What follows belongs to an exercise in optimizing a design on an open flow for small area and few clock cycles per item; a production flow would make more cautious choices.
Only simulation tests tie the RTL to the original design; equivalence was not proved.

==> run R <==
==> flow/design.v (excerpt) <==
module sorting_network #(
  parameter int NUMBER_WIDTH   = 16,
  parameter int NUMBERS_AMOUNT = 16
)(
  input                                                 clk_i,
  input                                                 rst_i,
  input  [NUMBERS_AMOUNT * NUMBER_WIDTH - 1 : 0]       data_i,
  input                                                 data_valid_i,
  output                                                ready_o,
  output [NUMBERS_AMOUNT * NUMBER_WIDTH - 1 : 0]       data_o,
  output                                                data_valid_o,
  input                                                 ready_i
);
==> module sn_gt, before the edit <==
module sn_gt (
  input  [15:0] x,
  input  [15:0] y,
  output        gt,
  output        gtn
);
  wire r, t;
  sn_gtree u_t     ( .x( x ), .y( y ), .r( r ) );
  sn_inv   u_sdrv  ( .a( r ), .y( gt ) );
  sn_inv_b u_ndrv1 ( .a( r ), .y( t ) );
  sn_inv_c u_ndrv2 ( .a( t ), .y( gtn ) );
endmodule
==> module sn_gtree, before the edit <==
module sn_gtree (
  input  [15:0] x,
  input  [15:0] y,
  output        r
);
  wire [7:0] g1, ge1;      
  wire [3:0] gn2, gen2;    
  wire [1:0] g3, ge3;      
  genvar i;
  generate
    for( i = 0; i < 8; i++ ) begin : t1
      sn_cmp2 u ( .x1( x[2*i+1] ), .x0( x[2*i] ), .y1( y[2*i+1] ), .y0( y[2*i] ), .g( g1[i] ), .ge( ge1[i] ) );
    end
    for( i = 0; i < 4; i++ ) begin : t2
      sn_a21oi u_g ( .a1( ge1[2*i+1] ), .a2( g1[2*i] ), .b1( g1[2*i+1] ), .y( gn2[i] ) );
      if( i > 0 ) begin : ge
        sn_a21oi u_ge ( .a1( ge1[2*i+1] ), .a2( ge1[2*i] ), .b1( g1[2*i+1] ), .y( gen2[i] ) );
      end
    end
    for( i = 0; i < 2; i++ ) begin : t3
      sn_o21ai u_g ( .a1( gen2[2*i+1] ), .a2( gn2[2*i] ), .b1( gn2[2*i+1] ), .y( g3[i] ) );
      if( i > 0 ) begin : ge
        sn_o21ai u_ge ( .a1( gen2[2*i+1] ), .a2( gen2[2*i] ), .b1( gn2[2*i+1] ), .y( ge3[i] ) );
      end
    end
  endgenerate
  sn_a21oi u_root ( .a1( ge3[1] ), .a2( g3[0] ), .b1( g3[1] ), .y( r ) );
endmodule
==> module sn_cmp2, before the edit <==
module sn_cmp2 ( input x1, input x0, input y1, input y0, output g, output ge );
  wire xn0, lt1, le1;
  sn_inv    u_i  ( .a( x0 ), .y( xn0 ) );
  sn_lt     u_lt ( .a( x1 ), .b( y1 ), .y( lt1 ) );
  sn_le     u_le ( .a( x1 ), .b( y1 ), .y( le1 ) );
  sn_o31ai  u_g  ( .a1( xn0 ), .a2( y0 ), .a3( lt1 ), .b1( le1 ), .y( g ) );
  sn_a31oi  u_ge ( .a1( xn0 ), .a2( y0 ), .a3( le1 ), .b1( lt1 ), .y( ge ) );
endmodule
==> module sn_lt, before the edit <==
module sn_lt ( input a, input b, output y );
  assign y = ~a & b;
endmodule
==> module sn_le, before the edit <==
module sn_le ( input a, input b, output y );
  assign y = ~a | b;
endmodule
==> module sn_o31ai, before the edit <==
module sn_o31ai ( input a1, input a2, input a3, input b1, output y );
  assign y = ~( ( a1 | a2 | a3 ) & b1 );
endmodule
==> module sn_a31oi, before the edit <==
module sn_a31oi ( input a1, input a2, input a3, input b1, output y );
  assign y = ~( ( a1 & a2 & a3 ) | b1 );
endmodule
Settings: LEC_CHECK=0, CAP_MARGIN=20, CORE_MARGIN=2, CORE_UTILIZATION=40, CTS_BUF_LIST=sky130_fd_sc_hd__clkbuf_4 sky130_fd_sc_hd__clkbuf_8, PLACE_DENSITY=0.55, SETUP_SLACK_MARGIN=0.1, SLEW_MARGIN=20, SYNTH_HIERARCHICAL=1; clock period 5.0 ns.
standard.sh (not shown) runs the stock make flow with config.mk's settings and CLKGATE_MAP_FILE= SYNTH_SCRIPT=/design/flow/synth_recipe.tcl, a recipe that flattens the netlist after the stock synthesis.
==> flow/flow/run.sh <==
#!/bin/bash
set -euo pipefail
R=orfs/results/$FLOW_PLATFORM/sorting_network/base
bash standard.sh synth > flow_synth.log 2>&1
cp $R/1_2_yosys.v $R/1_2_yosys.orig.v
python3 flow/downsize.py $FLOW_HOME/platforms/$FLOW_PLATFORM/lib/sky130_fd_sc_hd__tt_025C_1v80.lib $R/1_2_yosys.v > flow_downsize.log 2>&1
bash standard.sh "BUFFER_PORTS_ARGS=-buffer_cell sky130_fd_sc_hd__buf_1" finish > flow_finish.log 2>&1
Other scripts of this flow, unchanged in this note and not shown: flow/flow/downsize.py
==> inputs of run E, as changes to run R <==
--- a/flow/design.v
+++ b/flow/design.v
@@ -405,24 +405,23 @@
   output        gt,
   output        gtn
 );
-  wire r, t;
-  sn_gtree u_t     ( .x( x ), .y( y ), .r( r ) );
-  sn_inv   u_sdrv  ( .a( r ), .y( gt ) );
-  sn_inv_b u_ndrv1 ( .a( r ), .y( t ) );
-  sn_inv_c u_ndrv2 ( .a( t ), .y( gtn ) );
-endmodule
-module sn_gtree (
-  input  [15:0] x,
-  input  [15:0] y,
-  output        r
-);
-  wire [7:0] g1, ge1;      
-  wire [3:0] gn2, gen2;    
-  wire [1:0] g3, ge3;      
+  wire [15:0] gn0, gen0;    
+  wire [7:0]  g1, ge1;      
+  wire [3:0]  gn2, gen2;    
+  wire [1:0]  g3, ge3;      
   genvar i;
   generate
+    for( i = 0; i < 16; i++ ) begin : t0
+      sn_nand2b u_g  ( .a( x[i] ), .b( y[i] ), .y( gn0[i] ) );
+      if( i > 0 ) begin : ge
+        sn_nor2b u_ge ( .a( x[i] ), .b( y[i] ), .y( gen0[i] ) );
+      end
+    end
     for( i = 0; i < 8; i++ ) begin : t1
-      sn_cmp2 u ( .x1( x[2*i+1] ), .x0( x[2*i] ), .y1( y[2*i+1] ), .y0( y[2*i] ), .g( g1[i] ), .ge( ge1[i] ) );
+      sn_o21ai u_g ( .a1( gen0[2*i+1] ), .a2( gn0[2*i] ), .b1( gn0[2*i+1] ), .y( g1[i] ) );
+      if( i > 0 ) begin : ge
+        sn_o21ai u_ge ( .a1( gen0[2*i+1] ), .a2( gen0[2*i] ), .b1( gn0[2*i+1] ), .y( ge1[i] ) );
+      end
     end
     for( i = 0; i < 4; i++ ) begin : t2
       sn_a21oi u_g ( .a1( ge1[2*i+1] ), .a2( g1[2*i] ), .b1( g1[2*i+1] ), .y( gn2[i] ) );
@@ -437,27 +436,17 @@
       end
     end
   endgenerate
+  wire r, t;
   sn_a21oi u_root ( .a1( ge3[1] ), .a2( g3[0] ), .b1( g3[1] ), .y( r ) );
+  sn_inv   u_sdrv  ( .a( r ), .y( gt ) );
+  sn_inv_b u_ndrv1 ( .a( r ), .y( t ) );
+  sn_inv_c u_ndrv2 ( .a( t ), .y( gtn ) );
 endmodule
-module sn_cmp2 ( input x1, input x0, input y1, input y0, output g, output ge );
-  wire xn0, lt1, le1;
-  sn_inv    u_i  ( .a( x0 ), .y( xn0 ) );
-  sn_lt     u_lt ( .a( x1 ), .b( y1 ), .y( lt1 ) );
-  sn_le     u_le ( .a( x1 ), .b( y1 ), .y( le1 ) );
-  sn_o31ai  u_g  ( .a1( xn0 ), .a2( y0 ), .a3( lt1 ), .b1( le1 ), .y( g ) );
-  sn_a31oi  u_ge ( .a1( xn0 ), .a2( y0 ), .a3( le1 ), .b1( lt1 ), .y( ge ) );
-endmodule
-module sn_lt ( input a, input b, output y );
-  assign y = ~a & b;
-endmodule
-module sn_le ( input a, input b, output y );
-  assign y = ~a | b;
-endmodule
-module sn_o31ai ( input a1, input a2, input a3, input b1, output y );
-  assign y = ~( ( a1 | a2 | a3 ) & b1 );
+module sn_nand2b ( input a, input b, output y );
+  assign y = ~( a & ~b );
 endmodule
-module sn_a31oi ( input a1, input a2, input a3, input b1, output y );
-  assign y = ~( ( a1 & a2 & a3 ) | b1 );
+module sn_nor2b ( input a, input b, output y );
+  assign y = ~( a | ~b );
 endmodule
 module sn_o21ai ( input a1, input a2, input b1, output y );
   assign y = ~( ( a1 | a2 ) & b1 );
==> flow/flow/run.sh (replaced) <==
#!/bin/bash
set -euo pipefail
R=orfs/results/$FLOW_PLATFORM/sorting_network/base
bash standard.sh synth > flow_synth.log 2>&1
cp $R/1_2_yosys.v $R/1_2_yosys.orig.v
python3 flow/downsize.py $FLOW_HOME/platforms/$FLOW_PLATFORM/lib/sky130_fd_sc_hd__tt_025C_1v80.lib $R/1_2_yosys.v > flow_downsize.log 2>&1
bash standard.sh "BUFFER_PORTS_ARGS=-buffer_cell sky130_fd_sc_hd__buf_1" RECOVER_POWER=100 finish > flow_finish.log 2>&1
- CORE_UTILIZATION: 40 -> 44
- PLACE_DENSITY: 0.55 -> 0.58
- SETUP_SLACK_MARGIN: 0.1 -> 0.05
==> inputs of run Y, as changes to run R <==
--- a/flow/design.v
+++ b/flow/design.v
@@ -405,24 +405,23 @@
   output        gt,
   output        gtn
 );
-  wire r, t;
-  sn_gtree u_t     ( .x( x ), .y( y ), .r( r ) );
-  sn_inv   u_sdrv  ( .a( r ), .y( gt ) );
-  sn_inv_b u_ndrv1 ( .a( r ), .y( t ) );
-  sn_inv_c u_ndrv2 ( .a( t ), .y( gtn ) );
-endmodule
-module sn_gtree (
-  input  [15:0] x,
-  input  [15:0] y,
-  output        r
-);
-  wire [7:0] g1, ge1;      
-  wire [3:0] gn2, gen2;    
-  wire [1:0] g3, ge3;      
+  wire [15:0] gn0, gen0;    
+  wire [7:0]  g1, ge1;      
+  wire [3:0]  gn2, gen2;    
+  wire [1:0]  g3, ge3;      
   genvar i;
   generate
+    for( i = 0; i < 16; i++ ) begin : t0
+      sn_nand2b u_g  ( .a( x[i] ), .b( y[i] ), .y( gn0[i] ) );
+      if( i > 0 ) begin : ge
+        sn_nor2b u_ge ( .a( x[i] ), .b( y[i] ), .y( gen0[i] ) );
+      end
+    end
     for( i = 0; i < 8; i++ ) begin : t1
-      sn_cmp2 u ( .x1( x[2*i+1] ), .x0( x[2*i] ), .y1( y[2*i+1] ), .y0( y[2*i] ), .g( g1[i] ), .ge( ge1[i] ) );
+      sn_o21ai u_g ( .a1( gen0[2*i+1] ), .a2( gn0[2*i] ), .b1( gn0[2*i+1] ), .y( g1[i] ) );
+      if( i > 0 ) begin : ge
+        sn_o21ai u_ge ( .a1( gen0[2*i+1] ), .a2( gen0[2*i] ), .b1( gn0[2*i+1] ), .y( ge1[i] ) );
+      end
     end
     for( i = 0; i < 4; i++ ) begin : t2
       sn_a21oi u_g ( .a1( ge1[2*i+1] ), .a2( g1[2*i] ), .b1( g1[2*i+1] ), .y( gn2[i] ) );
@@ -437,27 +436,17 @@
       end
     end
   endgenerate
+  wire r, t;
   sn_a21oi u_root ( .a1( ge3[1] ), .a2( g3[0] ), .b1( g3[1] ), .y( r ) );
+  sn_inv   u_sdrv  ( .a( r ), .y( gt ) );
+  sn_inv_b u_ndrv1 ( .a( r ), .y( t ) );
+  sn_inv_c u_ndrv2 ( .a( t ), .y( gtn ) );
 endmodule
-module sn_cmp2 ( input x1, input x0, input y1, input y0, output g, output ge );
-  wire xn0, lt1, le1;
-  sn_inv    u_i  ( .a( x0 ), .y( xn0 ) );
-  sn_lt     u_lt ( .a( x1 ), .b( y1 ), .y( lt1 ) );
-  sn_le     u_le ( .a( x1 ), .b( y1 ), .y( le1 ) );
-  sn_o31ai  u_g  ( .a1( xn0 ), .a2( y0 ), .a3( lt1 ), .b1( le1 ), .y( g ) );
-  sn_a31oi  u_ge ( .a1( xn0 ), .a2( y0 ), .a3( le1 ), .b1( lt1 ), .y( ge ) );
-endmodule
-module sn_lt ( input a, input b, output y );
-  assign y = ~a & b;
-endmodule
-module sn_le ( input a, input b, output y );
-  assign y = ~a | b;
-endmodule
-module sn_o31ai ( input a1, input a2, input a3, input b1, output y );
-  assign y = ~( ( a1 | a2 | a3 ) & b1 );
+module sn_nand2b ( input a, input b, output y );
+  assign y = ~( a & ~b );
 endmodule
-module sn_a31oi ( input a1, input a2, input a3, input b1, output y );
-  assign y = ~( ( a1 & a2 & a3 ) | b1 );
+module sn_nor2b ( input a, input b, output y );
+  assign y = ~( a | ~b );
 endmodule
 module sn_o21ai ( input a1, input a2, input b1, output y );
   assign y = ~( ( a1 | a2 ) & b1 );
- CTS_BUF_LIST: sky130_fd_sc_hd__clkbuf_4 sky130_fd_sc_hd__clkbuf_8 -> not set
==> run summary <==
item	run E	run R	run Y
Cell count of the worst reg-to-reg path	24	26	24
Syn Nets	7,006	6,586	7,006
Placer's final routability congestion estimate	1.03	0.990	0.969
Final standard cell area without fillers	73,400 µm²	74,400 µm²	75,700 µm²
Clock Latency Late Sink	940 ps	930 ps	760 ps
Final setup margin	270 ps	151 ps	263 ps
Final worst hold slack	309 ps	324 ps	95.2 ps
Tap cell instance count	1,930	2,058	2,175
Clock network area share	4.87%	4.76%	4.93%
Result of the run	complete, but fails checks	timing/DRC/antenna clean	timing/DRC/antenna clean
Layout check failures	capacitance limit, slew limit	-	-
Testbench counts of run R, summed over its fixed seeds: cycles 4,016, items 4,000.
Testbench counts of run E, summed over its fixed seeds: cycles 4,016, items 4,000.
Testbench counts of run Y, summed over its fixed seeds: cycles 4,016, items 4,000.

## static timing again, ports no longer ideal
How much do the figures lean on ideal ports? The routed layouts below were timed once more, with nothing changed but the port constraints. Step 1 (the two cells are an assumption about what drives the block):
set clk [get_ports {clk_i}]
set_driving_cell -lib_cell sky130_fd_sc_hd__clkbuf_16 $clk
set_driving_cell -lib_cell sky130_fd_sc_hd__buf_2 [delete_from_list [all_inputs] $clk]
Step 2, shift: input delay + t, output delay - t, t = (earliest + latest rising clock arrival at the registers) / 2. This alone moves slack from input paths to output paths. Slacks: no drivers / after step 1 / after step 2; pairs: no drivers / after step 1.
| run | shift t [ns] | setup WS [ns] | worst hold slack (ns) | clock arrival spread, ns |
|---|---|---|---|---|
| run R | 0.993 | 0.151 / 0.151 / 0.151 | 0.324 / 0.267 / 0.399 | 0.053 / 0.054 |
| run E | 1.004 | 0.270 / 0.270 / -0.667 | 0.309 / 0.246 / 0.403 | 0.040 / 0.040 |
| run Y | 0.819 | 0.263 / 0.263 / 0.216 | 0.095 / 0.038 / 0.403 | 0.041 / 0.042 |
The setup slack of run E, which loses most, moves by 0.000 ns with the drivers and by -0.937 ns with both steps.
